Source: an optimization exercise on an open RTL-to-GDS flow (aim: small area). Production flows keep margins and buffers that such runs may drop.
The RTL was checked by simulation tests, not by an equivalence proof against the original design.
Power is estimated from default activity; no workload was simulated.

## job 457
Design spi_master, start of the top module:
module spi_master #(parameter DATA_WIDTH = 16, parameter ADDRESS_WIDTH = 15)
(
    input   wire                                    clock,
    input   wire                                    reset_n,
    input   wire    [DATA_WIDTH-1:0]                data,
    input   wire    [ADDRESS_WIDTH-1:0]             address,
    input   wire                                    read_write,
    input   wire                                    enable,
    input   wire                                    burst_enable,
    input   wire    [15:0]                          burst_count,
    input   wire    [15:0]                          divider,
    input   wire                                    clock_phase,
    input   wire                                    clock_polarity,
    input   wire                                    master_in_slave_out,
    output  logic                                   serial_clock,
    output  logic   [DATA_WIDTH-1:0]                read_data,
    output  logic                                   busy,
    output  logic                                   slave_select,
    output  reg                                     master_out_slave_in,
    output  reg     [DATA_WIDTH+ADDRESS_WIDTH:0]    read_long_data,
    output  reg                                     read_data_valid,
    output  logic                                   burst_data_ready
);
Size: about 440 cells after synthesis, roughly 110 flip-flops, about 130 I/O pins, roughly 0.0050 sq mm of cells after synthesis.
Settings: LEC_CHECK=0, CAP_MARGIN=20, CORE_MARGIN=2, CORE_UTILIZATION=40, SLEW_MARGIN=20; clock period 8.0 ns.
standard.sh (not shown) runs the stock make flow with config.mk's settings and CLKGATE_MAP_FILE= SYNTH_SCRIPT=/design/flow/synth_recipe.tcl, a recipe that flattens the netlist after the stock synthesis.
==> flow/flow/run.sh <==
#!/bin/bash
# The standard layout (standard.sh), with these changes:
#  - synthesis maps the logic with an area-oriented ABC script (flow/area.abc);
#    flow/my_synth.tcl is synth_recipe.tcl with only the ABC script swapped
#  - the port buffers are the smallest buffer (buf_1) instead of the resizer's pick
#  - clock tree synthesis without dummy loads and with clkbuf_8 clock buffers
set -euo pipefail
HERE=$(pwd)
sed "s#SYNTH_SCRIPT=[^ ]*#SYNTH_SCRIPT=$HERE/flow/my_synth.tcl#" standard.sh > my_standard.sh
export MY_ABC_SCRIPT=$HERE/flow/area.abc
export BUFFER_PORTS_ARGS="-buffer_cell sky130_fd_sc_hd__buf_1"
export CTS_ARGS="-repair_clock_nets -dont_use_dummy_load -buf_list sky130_fd_sc_hd__clkbuf_8"
bash my_standard.sh > standard.log 2>&1
==> flow/flow/area.abc <==
strash
dch -f
amap
topo
==> flow/flow/my_synth.tcl <==
proc synth {args} { yosys synth -nofsm -noshare {*}$args }
proc abc {args} {
  set i [lsearch -exact $args -script]
  if {$i >= 0} { lset args [expr {$i + 1}] $::env(MY_ABC_SCRIPT) }
  yosys abc {*}$args
}
source $::env(SCRIPTS_DIR)/synth.tcl
# left out here: clear keep_hierarchy, flatten, clean up, hide names made inside functions, write 1_2_yosys.v
Input changes introduced in job 4596 (baseline for comparison: job 457):
-- flow/flow/run.sh --
<<< job 457, line 11
export BUFFER_PORTS_ARGS="-buffer_cell sky130_fd_sc_hd__buf_1"
export CTS_ARGS="-repair_clock_nets -dont_use_dummy_load -buf_list sky130_fd_sc_hd__clkbuf_8"
bash my_standard.sh > standard.log 2>&1
>>> job 4596, line 11
export BUFFER_PORTS_ARGS="-buffer_cell sky130_fd_sc_hd__buf_1"
export CTS_ARGS="-sink_clustering_enable -repair_clock_nets -dont_use_dummy_load -buf_list sky130_fd_sc_hd__clkbuf_16"
bash my_standard.sh > standard.log 2>&1
--- outcome ---
On total via count after detailed routing, job 4596 and job 457 are neck and neck. Met2 capacity usage during global routing in job 4596 vs job 457: up 0.47 points. Total routing usage reported by global routing in job 4596 is 0.30 points above job 457. Higher total power divided by cell area among job 4596 and job 457: job 4596. Cell-internal power: job 4596 and job 457 compared, lower one is job 457. Re wire length on met1: job 4596 is about 0.7% up on job 457. Looking only at hold-critical path depth, and setting everything else aside, the lower value of job 4596 and job 457 goes to job 4596. Job 4596 vs job 457: sum of met2 wire segment lengths after detailed routing up slightly.
Edits applied to the flow inputs when going from job 4596 to job 2436:
- changing CORE_UTILIZATION from 40 to 60
-- flow/flow/run.sh --
<<< job 4596, line 11
export BUFFER_PORTS_ARGS="-buffer_cell sky130_fd_sc_hd__buf_1"
export CTS_ARGS="-sink_clustering_enable -repair_clock_nets -dont_use_dummy_load -buf_list sky130_fd_sc_hd__clkbuf_16"
bash my_standard.sh > standard.log 2>&1
>>> job 2436, line 11
export BUFFER_PORTS_ARGS="-buffer_cell sky130_fd_sc_hd__buf_1"
export CTS_ARGS="-sink_clustering_enable -repair_clock_nets -dont_use_dummy_load -buf_list sky130_fd_sc_hd__clkbuf_8"
bash my_standard.sh > standard.log 2>&1
==> summary.txt <==
Compared to job 4596, job 2436 has power 11% lower. Between job 2436 and job 4596, the sequential power does not differ in any meaningful way. Portion of total power attributed to the clock network for job 2436: 8.1 points down relative to job 4596. Static leakage power, job 2436 and job 4596, higher one = job 4596. Job 2436 vs job 4596: placed instance area down. Changes observed in job 2436 relative to job 4596: overall routed net length now smaller; clock edge transition at the registers on the reported setup and hold paths higher; area of the core now sits lower; clock network area share now sits lower.
## Diff of input files: job 324 against job 2436
- changing CORE_UTILIZATION from 60 to 40
Results
Job 324 finished every stage and its layout cleared the timing, DRC and antenna checks. The total routed wire length on the met1 layer in job 324 is 1.11 times that in job 2436. | number of buffers created by CTS | job 2436 vs job 324 | ≈ equal |. Comparing job 2436 against job 324, there is no change at all in critical path buffer and inverter count. On global-route wire length before repair: job 324 sits above job 2436. Changes observed in job 324 relative to job 2436: worst setup slack increased 65 ps; combinational cell fraction of total power essentially unchanged. Where final instance area is concerned, job 2436 is better than job 324.

---

## the baseline
Another version of the RTL of spi_master (not shown whole).
Size in the first run: about 440 cells after synthesis, roughly 110 flip-flops, about 130 I/O pins, ~0.0050 sq mm of cells after synthesis.
export LEC_CHECK = 0
export CAP_MARGIN = 20
export CORE_MARGIN = 2
export CORE_UTILIZATION = 40
export SLEW_MARGIN = 20
create_clock -name core_clock -period 8.0 [get_ports {clock}]
==> flow/flow/run.sh <==
#!/bin/bash
# The standard layout (standard.sh), with these changes:
#  - synthesis maps the logic with an area-oriented ABC script (flow/area.abc);
#    flow/my_synth.tcl is synth_recipe.tcl with only the ABC script swapped
#  - the port buffers are the smallest buffer (buf_1) instead of the resizer's pick
#  - clock tree synthesis without dummy loads and with clkbuf_8 clock buffers
set -euo pipefail
HERE=$(pwd)
sed "s#SYNTH_SCRIPT=[^ ]*#SYNTH_SCRIPT=$HERE/flow/my_synth.tcl#" standard.sh > my_standard.sh
export MY_ABC_SCRIPT=$HERE/flow/area.abc
export BUFFER_PORTS_ARGS="-buffer_cell sky130_fd_sc_hd__buf_1"
export CTS_ARGS="-sink_clustering_enable -repair_clock_nets -dont_use_dummy_load -buf_list sky130_fd_sc_hd__clkbuf_8 -sink_buffer_max_cap_derate 1.0"
bash my_standard.sh > standard.log 2>&1
Scripts as last shown in full above: flow/flow/area.abc, flow/flow/my_synth.tcl
The baseline: flow completed, timing, DRC and antenna clean
What the candidate does differently from the baseline at the input level:
--- a/flow/flow/run.sh
+++ b/flow/flow/run.sh
@@ -10,4 +10,4 @@
 export MY_ABC_SCRIPT=$HERE/flow/area.abc
 export BUFFER_PORTS_ARGS="-buffer_cell sky130_fd_sc_hd__buf_1"
-export CTS_ARGS="-sink_clustering_enable -repair_clock_nets -dont_use_dummy_load -buf_list sky130_fd_sc_hd__clkbuf_8 -sink_buffer_max_cap_derate 1.0"
+export CTS_ARGS="-sink_clustering_enable -repair_clock_nets -dont_use_dummy_load -buf_list sky130_fd_sc_hd__clkbuf_8 -sink_clustering_size 20 -sink_clustering_max_diameter 100"
 bash my_standard.sh > standard.log 2>&1
--- outcome ---
- Comparing the baseline against the candidate, there is no change at all in count of cell instances traversed by the critical path.
- From the candidate to the baseline, number of hold-slack violations in the final timing report did not move at all.
- Reported for the baseline and the candidate, part of the cycle the worst path needs turned out identical to the last digit.
- As far as async set-reset flop share out of synthesis goes, the baseline and the candidate are indistinguishable; the numbers are identical.
- As far as non-clock buffer count goes, the baseline and the candidate are indistinguishable; the numbers are identical.
- Delta (the candidate minus the baseline): worst setup slack shows no meaningful change, design area did not really move.
- Comparing the baseline against the candidate, there is no change at all in final wirelength.

[separate check: timing with driven ports]
In the flow no input, the clock included, has a driving cell. The finished layouts below were timed again as built, in two steps.
Step 1, drivers: a clkbuf_16 drives clock and a buf_2 each remaining input, both assumed.
Step 2 also shifts input and output timing later by t, the mid clock arrival at the registers, as if the neighbouring blocks saw the same clock.
a / b / c = ideal ports / drivers / drivers and shift; a / b = the first two.
run	t, ns	setup WS [ns]	clock arrival spread, ns
job 457	0.386	2.761 / 2.765 / 2.379	0.033 / 0.033
job 4596	0.377	2.741 / 2.748 / 2.371	0.019 / 0.019
job 2436	0.379	2.697 / 2.707 / 2.328	0.037 / 0.036
job 324	0.386	2.761 / 2.765 / 2.379	0.033 / 0.033
the baseline	0.440	2.889 / 2.898 / 2.458	0.029 / 0.029
the candidate	0.440	2.889 / 2.898 / 2.458	0.029 / 0.029
After both steps every run listed still meets setup and hold.
